What follows belongs to an exercise in optimizing a design on an open flow for small area and a short achievable clock period; a production flow would make more cautious choices. In this exercise RTL edits were held to simulation tests only and were not proved equivalent to the original. Power figures rest on the tool's default switching activity, not on a simulated workload.

== run 1 ==
==> flow/design.v <==
module pfx_add #(parameter N = 23) (a, b, cin, s, cout);
  input  [N-1:0] a;
  input  [N-1:0] b;
  input          cin;
  output [N-1:0] s;
  output         cout;
  localparam L = (N > 16) ? 5 : (N > 8) ? 4 : (N > 4) ? 3 : (N > 2) ? 2 : 1;
  wire [N-1:0] p = a ^ b;
  wire [N-1:0] g [0:L];
  wire [N-1:0] t [0:L];
  assign g[0] = (a & b) | {{(N-1){1'b0}}, p[0] & cin};
  assign t[0] = p;
  genvar l, i;
  generate
    for (l = 0; l < L; l = l + 1) begin : lev
      for (i = 0; i < N; i = i + 1) begin : bt
        if ((i >> l) & 1) begin : cmb
          localparam integer J = ((i >> l) << l) - 1;
          assign g[l+1][i] = g[l][i] | (t[l][i] & g[l][J]);
          assign t[l+1][i] = t[l][i] & t[l][J];
        end else begin : pas
          assign g[l+1][i] = g[l][i];
          assign t[l+1][i] = t[l][i];
        end
      end
    end
  endgenerate
  assign s    = p ^ {g[L][N-2:0], cin};
  assign cout = g[L][N-1];
endmodule
module fp_adder (clk, rst, A, B, res);
  input clk;
  input rst;
  input [31:0] A;
  input [31:0] B;
  output reg [31:0] res;
  wire [7:0] eA = A[30:23];
  wire [7:0] eB = B[30:23];
  wire [7:0] ep = eA ^ ~eB;
  wire [7:0] eg [0:3];
  wire [7:0] et [0:3];
  assign eg[0] = eA & ~eB;
  assign et[0] = ep;
  genvar l, i;
  generate
    for (l = 0; l < 3; l = l + 1) begin : elev
      for (i = 0; i < 8; i = i + 1) begin : ebit
        if ((i >> l) & 1) begin : cmb
          localparam integer J = ((i >> l) << l) - 1;
          assign eg[l+1][i] = eg[l][i] | (et[l][i] & eg[l][J]);
          assign et[l+1][i] = et[l][i] & et[l][J];
        end else begin : pas
          assign eg[l+1][i] = eg[l][i];
          assign et[l+1][i] = et[l][i];
        end
      end
    end
  endgenerate
  wire       gt   = eg[3][7];
  wire [7:0] d_ab = ep ^ {eg[3][6:0] | et[3][6:0], 1'b1};
  wire [7:0] d_ba = ~(ep ^ {eg[3][6:0], 1'b0});
  wire [7:0] d    = gt ? d_ab : d_ba;
  reg  [22:0] x1;      
  reg  [22:0] m1;      
  reg  [7:0]  d1;      
  reg  [7:0]  e1;      
  reg         s1;      
  reg         sub1;    
  always @(posedge clk) begin
    x1   <= A[22:0] ^ B[22:0];
    m1   <= gt ? B[22:0] : A[22:0];
    d1   <= d;
    e1   <= gt ? eA : eB;
    s1   <= gt ? A[31] : B[31];
    sub1 <= A[31] ^ B[31];
  end
  wire [22:0] l1   = m1 ^ x1;
  wire        big1 = |d1[7:5];
  wire [22:0] sh   = big1 ? 23'd0 : (m1 >> d1[4:0]);
  wire        d0   = (d1 == 8'd0);
  wire        lnz  = |l1;
  wire        mnz  = |m1;
  wire        e255 = &e1;
  wire        nan  = e255 & (lnz | (d0 & mnz));
  wire        z    = (e1 == 8'd0) & ~lnz;
  reg  [22:0] l2;
  reg  [22:0] m2;
  reg  [7:0]  e2;
  reg         s2;
  reg         sub2;
  always @(posedge clk) begin
    l2   <= e255 ? 23'd0 : l1;
    m2   <= e255 ? {22'd0, nan | (d0 & sub1)} : sh;
    e2   <= e1;
    s2   <= nan ? 1'b0 : s1 ^ (d0 & sub1 & (e255 | (z & mnz)));
    sub2 <= sub1 & ~e255 & ~z;
  end
  wire [22:0] sum;
  wire        cout;
  pfx_add #(23) add (.a(l2), .b(m2 ^ {23{sub2}}), .cin(sub2), .s(sum), .cout(cout));
  reg  [23:0] S3;
  reg  [7:0]  e3;
  reg         s3;
  always @(posedge clk) begin
    S3 <= {cout ^ sub2, sum};
    e3 <= e2;
    s3 <= s2;
  end
  wire [7:0]  einc;
  genvar k;
  generate
    for (k = 0; k < 8; k = k + 1) begin : inc
      if (k == 0) begin : b0
        assign einc[0] = ~e3[0];
      end else begin : bk
        assign einc[k] = e3[k] ^ (&e3[k-1:0]);
      end
    end
  endgenerate
  wire [7:0]  eo  = S3[23] ? einc : e3;
  wire [22:0] fo  = S3[23] ? S3[23:1] : S3[22:0];
  wire        clr = S3[23] ? (e3 == 8'd127) : (e3 == 8'd128);
  always @(posedge clk) begin
    if (!rst)
      res <= 32'd0;
    else
      res <= {s3, eo, clr ? 23'd0 : fo};
  end
endmodule
export LEC_CHECK = 0
export ABC_AREA = 1
export CAP_MARGIN = 20
export CORE_MARGIN = 2
export CORE_UTILIZATION = 55
export CTS_BUF_LIST = sky130_fd_sc_hd__clkbuf_8
export CTS_CLUSTER_SIZE = 40
export SETUP_SLACK_MARGIN = 3.0
export SLEW_MARGIN = 20
create_clock -name core_clock -period 5.0 [get_ports {clk}]
standard.sh (not shown) runs the stock make flow with config.mk's settings and CLKGATE_MAP_FILE= SYNTH_SCRIPT=/design/flow/synth_recipe.tcl, a recipe that flattens the netlist after the stock synthesis.
==> flow/flow/run.sh <==
#!/bin/bash
# Standard layout with two changes: adders are left to ABC instead of the
# full/half adder cells, and the port buffers are buf_1 instead of delay cells.
export ADDER_MAP_FILE=
export BUFFER_PORTS_ARGS="-buffer_cell sky130_fd_sc_hd__buf_1"
bash standard.sh > standard.log 2>&1
No stage failed in run 1, and the final checks on the layout all came back clean.
What run 2 does differently from run 1 at the input level:
==> flow/flow/run.sh <==
#!/bin/bash
# Standard layout with three changes:
#  - adders are left to ABC instead of the full/half adder cells;
#  - ABC maps for least area under a 1400 ps delay target (map -D 1400) instead of
#    its own shortest delay, leaving the critical paths to timing repair;
#  - the port buffers are buf_2 instead of delay cells.
set -e
rm -rf scripts && cp -r "$FLOW_HOME/scripts" scripts
printf '%s\n' strash dch "map -D 1400" topo "stime -c" "buffer -c" "upsize -c" "dnsize -c" > scripts/abc_area.script
export ADDER_MAP_FILE=
export BUFFER_PORTS_ARGS="-buffer_cell sky130_fd_sc_hd__buf_2"
bash standard.sh SCRIPTS_DIR="$PWD/scripts" finish > standard.log 2>&1
[summary]
- Run 1 has a lower number of detailed-routing iterations run before antenna repair than run 2.
- Taking run 1 as the reference, in run 2 leakage power moved up; combinational group share of total power moved up.
- The launch point of the worst path comes out B[26] in one run and sub2$_DFF_P_ in the other, namely in run 1 and run 2 respectively.
- [run 2] total number of cells along the worst setup path fell 1 relative to run 1
- [compare] base=run 1 new=run 2: power per unit of standard cell area went up by 2.9%, proportion of total power due to net switching was more or less identical.
- Going from run 1 to run 2, cell area grows by about 7%.
- Compared to run 1, run 2 has effective utilization at floorplan 1.2 points higher.
- Share of cell area taken by flip-flops and latches was lower in the run labelled run 2.
- Detailed placement HPWL improves in run 2 relative to run 1.
- Delta(final setup slack of the worst path, run 2 - run 1) < 0
diff inputs: run 2 => run 3
diff --git a/flow/flow/run.sh b/flow/flow/run.sh
--- a/flow/flow/run.sh
+++ b/flow/flow/run.sh
@@ -4,2 +4,2 @@
-#  - ABC maps for least area under a 1400 ps delay target (map -D 1400) instead of
-#    its own shortest delay, leaving the critical paths to timing repair;
+#  - ABC runs its choice computation and mapping twice (dch; map) in the
+#    area script;
@@ -9 +9 @@
-printf '%s\n' strash dch "map -D 1400" topo "stime -c" "buffer -c" "upsize -c" "dnsize -c" > scripts/abc_area.script
+printf '%s\n' strash dch "map -B 0.9" strash dch "map -B 0.9" topo "stime -c" "buffer -c" "upsize -c" "dnsize -c" > scripts/abc_area.script
==> comparison <==
Run 3 completed end to end with timing, DRC and antenna clean.
Area added between synthesis and finish was higher in the run labelled run 2.
Relative to run 2, the final cell area reported for run 3 is lower.
Run 3 has total power below what run 2 had.
Compared with run 2, run 3 shows a lower global routing usage on met2.
Changes observed in run 3 relative to run 2: standard cell core area grew by 7.9%; cell area after synthesis grew by about 6%; number of global-route vias before repair grew by about 3%.
In the metrics for run 3 and run 2, the one carrying the lower sequential cell area share is run 2.
Between run 2 and run 3, worst setup slack after layout increased.
Run 3: wire length on met1 higher than run 2
Edits applied to the flow inputs when going from run 3 to run 4:
==> flow/flow/run.sh <==
#!/bin/bash
# Standard layout with two changes: adders are left to ABC instead of the
# full/half adder cells, and the port buffers are buf_2 instead of delay cells.
export ADDER_MAP_FILE=
export BUFFER_PORTS_ARGS="-buffer_cell sky130_fd_sc_hd__buf_2"
bash standard.sh > standard.log 2>&1
## What came out
Side by side, multi-input combinational area share turned out lower in run 4 than in run 3.
Going from run 3 to run 4, layout multi-input combinational cell count saw an increase, total negative slack for setup checks comparable, area of the die -about 0.45%.
Net switching power (lower): run 4

[port drivers added, routing unchanged]
No port has a modelled driver above. Below, the same layouts with a new extraction and two added sets of constraints.
Step 1: set_driving_cell puts a clkbuf_16 on clk and a buf_2 on each other input, an assumption about the parent block.
Step 2 times the ports against the registers' clock, not the clock port: input delays grow and output delays shrink by t, the midpoint of the rising clock arrivals with the driver on.
a / b / c = no drivers / after step 1 / after step 2; a / b = the first two.
run | t (ns) | setup WS [ns] | worst register clock-pin slew, ns | worst data-port slew with drivers (ns)
run 1 | 0.508 | 3.010 / 3.023 / 2.517 | 0.11 / 0.11 | 0.04
run 2 | 0.508 | 2.790 / 2.790 / 2.307 | 0.10 / 0.10 | 0.05
run 3 | 0.499 | 2.985 / 2.996 / 2.497 | 0.10 / 0.10 | 0.05
run 4 | 0.505 | 3.056 / 3.053 / 2.572 | 0.11 / 0.11 | 0.03
After both steps setup and hold are still met in every run listed. The setup slack of run 1, which loses most, moves by +0.013 ns with the drivers and by -0.493 ns with both steps.
